This is an optimization exercise on Yosys and OpenROAD, whose aim is small area, a short achievable clock period and few clock cycles per item, not a production implementation. The RTL was checked by simulation tests, not by an equivalence proof against the original design. Power figures rest on the tool's default switching activity, not on a simulated workload.

==> try-delta: inputs <==
## itch_decoder_top
module itch_decoder_top (
    input  logic          clk,
    input  logic          rst_n,
    input  logic [511:0]  s_axis_tdata,
    input  logic [7:0]    s_axis_tkeep,
    input  logic          s_axis_tlast,
    input  logic [95:0]   s_axis_tuser,
    input  logic          s_axis_tvalid,
    output logic          s_axis_tready,
    output logic [63:0]   dec_ingress_ts,
    output logic [63:0]   dec_decode_ts,
    output logic [31:0]   dec_seq_num,
    output logic [7:0]    dec_msg_type,
    output logic [63:0]   dec_symbol_key,
    output logic [9:0]    dec_symbol_idx,
    output logic          dec_symbol_valid,
    output logic          dec_side,
    output logic [31:0]   dec_price,
    output logic [31:0]   dec_qty,
    output logic [63:0]   dec_order_id,
    output logic          dec_is_book_update,
    output logic          dec_stale,
    output logic [3:0]    dec_error_flags,
    output logic          decoded_valid,
    input  logic          decoded_ready,
    output logic [63:0]   sym_lookup_key,
    output logic          sym_lookup_valid,
    input  logic [9:0]    sym_lookup_idx,
    input  logic          sym_lookup_hit,
    input  logic          sym_lookup_ready,
    output logic [31:0]   stat_add_orders,
  ...
Settings: LEC_CHECK=0, CAP_MARGIN=20, CORE_AREA=5 5 235 235, CTS_CLUSTER_DIAMETER=100, CTS_CLUSTER_SIZE=30, DIE_AREA=0 0 240 240, SETUP_SLACK_MARGIN=1.2, SLEW_MARGIN=20; clock period 3.3 ns.
standard.sh (not shown) runs the stock make flow with config.mk's settings and CLKGATE_MAP_FILE= SYNTH_SCRIPT=/design/flow/synth_recipe.tcl, a recipe that flattens the netlist after the stock synthesis.
==> flow/flow/run.sh <==
#!/bin/bash
# Own layout flow: the standard flow (standard.sh) with these changes:
#  - port buffers are buf_2 cells instead of the delay buffer buffer_ports picks by default
#    (every port still gets its own buffer);
#  - pins may sit one routing track apart, so the die can be much smaller than the pin count
#    would otherwise allow; the clock pin is placed alone mid-left (pins_pre.tcl).
# Each ORFS step logs to orfs/logs/...; standard.sh's own output goes to standard.log.
set -euo pipefail
here=$(pwd)
half=$(awk '/^export DIE_AREA/ {print ($5 + $7) / 2}' config.mk)
export BUFFER_PORTS_ARGS="-buffer_cell sky130_fd_sc_hd__buf_2"
export PLACE_PINS_ARGS="-min_distance 1 -min_distance_in_tracks -corner_avoidance 15 -exclude left:$(( ${half%.*} - 8 ))-$(( ${half%.*} + 8 ))"
export PRE_IO_PLACEMENT_TCL="$here/flow/pins_pre.tcl"
echo "PLACE_PINS_ARGS=$PLACE_PINS_ARGS" > run.log
bash standard.sh > standard.log 2>&1
==> flow/flow/pins_pre.tcl <==
# Put the clock pin alone in the middle of the left edge; place_pins keeps the
# stretch around it free (see PLACE_PINS_ARGS in run.sh), so no other pin sits
# one track from it.
set die [ord::get_die_area]
set ymid [expr {([lindex $die 1] + [lindex $die 3]) / 2.0}]
place_pin -pin_name clk -layer met3 -location [list 0.4 $ymid] -force_to_die_boundary
==> inputs of try-amber, as changes to try-delta <==
--- a/flow/design.v
+++ b/flow/design.v
@@ -209,40 +209,48 @@
     assign in_type = s_axis_tuser[63:56];
     assign in_u    = (in_type == 8'h55);
     assign in_r    = (in_type == 8'h52);
     assign in_d    = (in_type == 8'h44);
     assign in_ecx  = (in_type == 8'h45) || (in_type == 8'h43) || (in_type == 8'h58);
     assign in_s    = (in_type == 8'h53);
     assign in_book = (in_type == 8'h41) || (in_type == 8'h46) || (in_type == 8'h50) || in_ecx || in_d || in_u;
-    assign in_order_id = in_u ?
+    logic sel_u, sel_r, sel_d, sel_ecx;
+    assign sel_u   = in_type[4] & in_type[0];
+    assign sel_r   = in_type[4] & in_type[1];
+    assign sel_d   = in_type[2] & !in_type[1] & !in_type[0];
+    assign sel_ecx = in_type[3] | (in_type[0] & (in_type[1] | in_type[2]));
+    assign in_order_id = sel_u ?
         {s_axis_tdata[152 +: 8], s_axis_tdata[160 +: 8], s_axis_tdata[168 +: 8], s_axis_tdata[176 +: 8],
          s_axis_tdata[184 +: 8], s_axis_tdata[192 +: 8], s_axis_tdata[200 +: 8], s_axis_tdata[208 +: 8]} :
         {s_axis_tdata[88 +: 8],  s_axis_tdata[96 +: 8],  s_axis_tdata[104 +: 8], s_axis_tdata[112 +: 8],
          s_axis_tdata[120 +: 8], s_axis_tdata[128 +: 8], s_axis_tdata[136 +: 8], s_axis_tdata[144 +: 8]};
-    assign in_symbol = in_r ?
+    assign in_symbol = sel_r ?
         {s_axis_tdata[88 +: 8],  s_axis_tdata[96 +: 8],  s_axis_tdata[104 +: 8], s_axis_tdata[112 +: 8],
          s_axis_tdata[120 +: 8], s_axis_tdata[128 +: 8], s_axis_tdata[136 +: 8], s_axis_tdata[144 +: 8]} :
         {s_axis_tdata[192 +: 8], s_axis_tdata[200 +: 8], s_axis_tdata[208 +: 8], s_axis_tdata[216 +: 8],
          s_axis_tdata[224 +: 8], s_axis_tdata[232 +: 8], s_axis_tdata[240 +: 8], s_axis_tdata[248 +: 8]};
     always_comb begin
-        if (in_u)
+        if (sel_u)
             in_qty = {s_axis_tdata[216 +: 8], s_axis_tdata[224 +: 8], s_axis_tdata[232 +: 8], s_axis_tdata[240 +: 8]};
-        else if (in_d)
+        else if (sel_d)
             in_qty = '0;
-        else if (in_ecx)
+        else if (sel_ecx)
             in_qty = {s_axis_tdata[152 +: 8], s_axis_tdata[160 +: 8], s_axis_tdata[168 +: 8], s_axis_tdata[176 +: 8]};
         else
             in_qty = {s_axis_tdata[160 +: 8], s_axis_tdata[168 +: 8], s_axis_tdata[176 +: 8], s_axis_tdata[184 +: 8]};
     end
-    assign in_price = in_u ?
+    assign in_price = sel_u ?
         {s_axis_tdata[248 +: 8], s_axis_tdata[256 +: 8], s_axis_tdata[264 +: 8], s_axis_tdata[272 +: 8]} :
         {s_axis_tdata[256 +: 8], s_axis_tdata[264 +: 8], s_axis_tdata[272 +: 8], s_axis_tdata[280 +: 8]};
     assign in_side = (s_axis_tdata[152 +: 8] != 8'h42);
-    logic        emit_r;
-    logic        look_r;
+    logic        emit_r, look_r, empty_r;
+    logic        emit_i, look_i;
+    logic        hold_r;
+    logic        load;         
+    logic        take_i;       
     logic [47:0] r_ts;
     logic [31:0] r_seq;
     logic [7:0]  r_type;
     logic        r_stale;
     logic [3:0]  r_err;        
     logic        r_book;       
     logic [63:0] r_order_id;
@@ -265,58 +273,84 @@
             8'h50:        in_cls = 7'b0100000;
             default:      in_cls = 7'b1000000;
         endcase
     end
     assign in_needs_lk = (in_type == 8'h41) || (in_type == 8'h46) || (in_type == 8'h50) || in_r;
     assign decoded_valid = emit_r || (look_r && sym_lookup_ready);
     assign take          = decoded_valid && decoded_ready;
-    assign s_axis_tready = !(emit_r || look_r) || take;
+    assign s_axis_tready = empty_r || take;
+    assign take_i = decoded_ready && (emit_i || (look_i && sym_lookup_ready));
+    assign load   = empty_r || take_i;
     always_ff @(posedge clk or negedge rst_n) begin
         if (!rst_n) begin
-            emit_r <= 1'b0;
-            look_r <= 1'b0;
+            emit_r  <= 1'b0;
+            look_r  <= 1'b0;
+            empty_r <= 1'b1;
         end else if (s_axis_tready) begin
-            emit_r <= s_axis_tvalid && !in_needs_lk;
-            look_r <= s_axis_tvalid && in_needs_lk;
+            emit_r  <= s_axis_tvalid && !in_needs_lk;
+            look_r  <= s_axis_tvalid && in_needs_lk;
+            empty_r <= !s_axis_tvalid;
         end else if (look_r && sym_lookup_ready) begin
-            emit_r <= 1'b1;
-            look_r <= 1'b0;
+            emit_r  <= 1'b1;
+            look_r  <= 1'b0;
+        end
+    end
+    always_ff @(posedge clk or negedge rst_n) begin
+        if (!rst_n) begin
+            emit_i <= 1'b0;
+            look_i <= 1'b0;
+            hold_r <= 1'b0;
+        end else if (load) begin
+            emit_i <= !in_needs_lk;
+            look_i <= in_needs_lk;
+            hold_r <= 1'b0;
+        end else if (sym_lookup_ready) begin
+            if (look_i) begin
+                emit_i <= 1'b1;
+                look_i <= 1'b0;
+            end
+            hold_r <= 1'b1;
         end
     end
     always_ff @(posedge clk) begin
-        if (s_axis_tready) begin
+        if (load) begin
             r_ts       <= s_axis_tuser[47:0];
             r_seq      <= s_axis_tuser[95:64];
             r_type     <= in_type;
-            r_cls      <= in_cls;
+            r_cls      <= s_axis_tvalid ? in_cls : 7'b0;
             r_stale    <= s_axis_tuser[55];
             r_err      <= (in_book || in_s || in_r) ? s_axis_tuser[51:48] : 4'hF;
             r_book     <= in_book;
             r_order_id <= in_order_id;
             r_symbol   <= in_symbol;
             r_qty      <= in_qty;
             r_price    <= in_price;
             r_side     <= in_side;
         end
-        if (!emit_r) begin
+    end
+    always_ff @(posedge clk) begin
+        if (load) begin
+            r_idx <= '0;
+            r_hit <= 1'b0;
+        end else if (look_i && sym_lookup_ready) begin
             r_idx <= sym_lookup_idx;
             r_hit <= sym_lookup_hit;
         end
     end
     assign sym_lookup_valid = look_r;
     assign sym_lookup_key   = r_symbol;
     always_comb begin
         decoded_msg                = '0;
         decoded_msg.ingress_ts     = {16'h0, r_ts};
         decoded_msg.decode_ts      = '0;
         decoded_msg.seq_num        = r_seq;
         decoded_msg.msg_type       = t2t_pkg::itch_msg_type_e'(r_type);
         decoded_msg.symbol_key     = r_symbol;
-        decoded_msg.symbol_idx     = emit_r ? r_idx : sym_lookup_idx;
-        decoded_msg.symbol_valid   = emit_r ? r_hit : sym_lookup_hit;
+        decoded_msg.symbol_idx     = r_idx | (sym_lookup_idx & {10{!hold_r}});
+        decoded_msg.symbol_valid   = r_hit | (sym_lookup_hit & !hold_r);
         decoded_msg.side           = t2t_pkg::side_e'(r_side);
         decoded_msg.price          = r_price;
         decoded_msg.qty            = r_qty;
         decoded_msg.order_id       = r_order_id;
         decoded_msg.is_book_update = r_book;
         decoded_msg.stale          = r_stale;
         decoded_msg.error_flags    = r_err;
@@ -327,21 +361,21 @@
             stat_executes   <= '0;
             stat_cancels    <= '0;
             stat_deletes    <= '0;
             stat_replaces   <= '0;
             stat_trades     <= '0;
             stat_unknown    <= '0;
         end else begin
-            if (take && r_cls[0]) stat_add_orders <= stat_add_orders + 1'b1;
-            if (take && r_cls[1]) stat_executes   <= stat_executes + 1'b1;
-            if (take && r_cls[2]) stat_cancels    <= stat_cancels + 1'b1;
-            if (take && r_cls[3]) stat_deletes    <= stat_deletes + 1'b1;
-            if (take && r_cls[4]) stat_replaces   <= stat_replaces + 1'b1;
-            if (take && r_cls[5]) stat_trades     <= stat_trades + 1'b1;
-            if (take && r_cls[6]) stat_unknown    <= stat_unknown + 1'b1;
+            if (take_i && r_cls[0]) stat_add_orders <= stat_add_orders + 1'b1;
+            if (take_i && r_cls[1]) stat_executes   <= stat_executes + 1'b1;
+            if (take_i && r_cls[2]) stat_cancels    <= stat_cancels + 1'b1;
+            if (take_i && r_cls[3]) stat_deletes    <= stat_deletes + 1'b1;
+            if (take_i && r_cls[4]) stat_replaces   <= stat_replaces + 1'b1;
+            if (take_i && r_cls[5]) stat_trades     <= stat_trades + 1'b1;
+            if (take_i && r_cls[6]) stat_unknown    <= stat_unknown + 1'b1;
         end
     end
 endmodule
 module itch_decoder_top (
     input  logic          clk,
     input  logic          rst_n,
     input  logic [511:0]  s_axis_tdata,
==> flow/flow/run.sh (replaced) <==
#!/bin/bash
# Own layout flow: the standard flow (standard.sh) with these changes:
#  - port buffers are buf_1 cells instead of the delay buffer buffer_ports picks by default
#    (every port still gets its own buffer);
#  - pins may sit one routing track apart, so the die can be much smaller than the pin count
#    would otherwise allow; the clock pin is placed alone mid-left (pins_pre.tcl).
# Each ORFS step logs to orfs/logs/...; standard.sh's own output goes to standard.log.
set -euo pipefail
here=$(pwd)
half=$(awk '/^export DIE_AREA/ {print ($5 + $7) / 2}' config.mk)
export BUFFER_PORTS_ARGS="-buffer_cell sky130_fd_sc_hd__buf_1"
export PLACE_PINS_ARGS="-min_distance 1 -min_distance_in_tracks -corner_avoidance 15 -exclude left:$(( ${half%.*} - 8 ))-$(( ${half%.*} + 8 ))"
export PRE_IO_PLACEMENT_TCL="$here/flow/pins_pre.tcl"
echo "PLACE_PINS_ARGS=$PLACE_PINS_ARGS" > run.log
bash standard.sh > standard.log 2>&1
Settings changed: CORE_AREA 5 5 235 235 to 5 5 221 221, CTS_CLUSTER_DIAMETER 100 to 90, CTS_CLUSTER_SIZE 30 to 27, DIE_AREA 0 0 240 240 to 0 0 226 226.
==> summary.txt <==
Setup slack: try-delta is lower than try-amber (0.19 ns).
First-iteration DRC count: try-delta is smaller than try-amber (37%).
Of try-amber and try-delta, try-delta has the higher clock skew (gap 0.017 ns).
Of try-delta and try-amber, try-amber has the higher sequential share of layout area (gap 2.7 points).
Sequential power: try-delta is higher than try-amber (about 14%).
Against try-delta, the global-route usage of try-amber is higher by 8.2 points.
Of try-delta and try-amber, try-amber has the higher clock power (gap 9.6%, measured against try-amber).
Against try-amber, the cell count of try-delta is lower by 5.3%.
Of try-delta and try-amber, try-delta has the higher die area (gap 13%, measured against try-amber).
Testbench counts of try-delta, summed over its fixed seeds: cycles 17,920, items 16,000.
Testbench counts of try-amber, summed over its fixed seeds: cycles 17,920, items 16,000.

## afterwards: timing with drivers on the ports
The results above use ideal ports. As a check the final layouts listed here were re-extracted and re-timed, cells and wires unchanged. Step 1: set_driving_cell puts a clkbuf_16 on clk and a buf_2 on each other input, an assumption about the parent block. Step 2 adds t to the input delays and takes it off the output delays; t is the mean of the earliest and latest rising clock arrival at the registers after step 1. Input paths then give back, and output paths get back, about the clock's delay inside the block. Three values: no drivers, after step 1, after step 2; two values: the first two.
run | shift t [ns] | setup WS [ns] | worst hold slack (ns) | worst register clock-pin slew, ns
try-delta | 0.619 | 0.915 / 0.870 / 0.498 | 0.089 / 0.088 / 0.470 | 0.12 / 0.12
try-amber | 0.637 | 1.105 / 1.059 / 0.572 | 0.217 / 0.199 / 0.468 | 0.11 / 0.11
After both steps every run listed still meets setup and hold. The setup slack of try-amber, which loses most, moves by -0.046 ns with the drivers and by -0.533 ns with both steps.
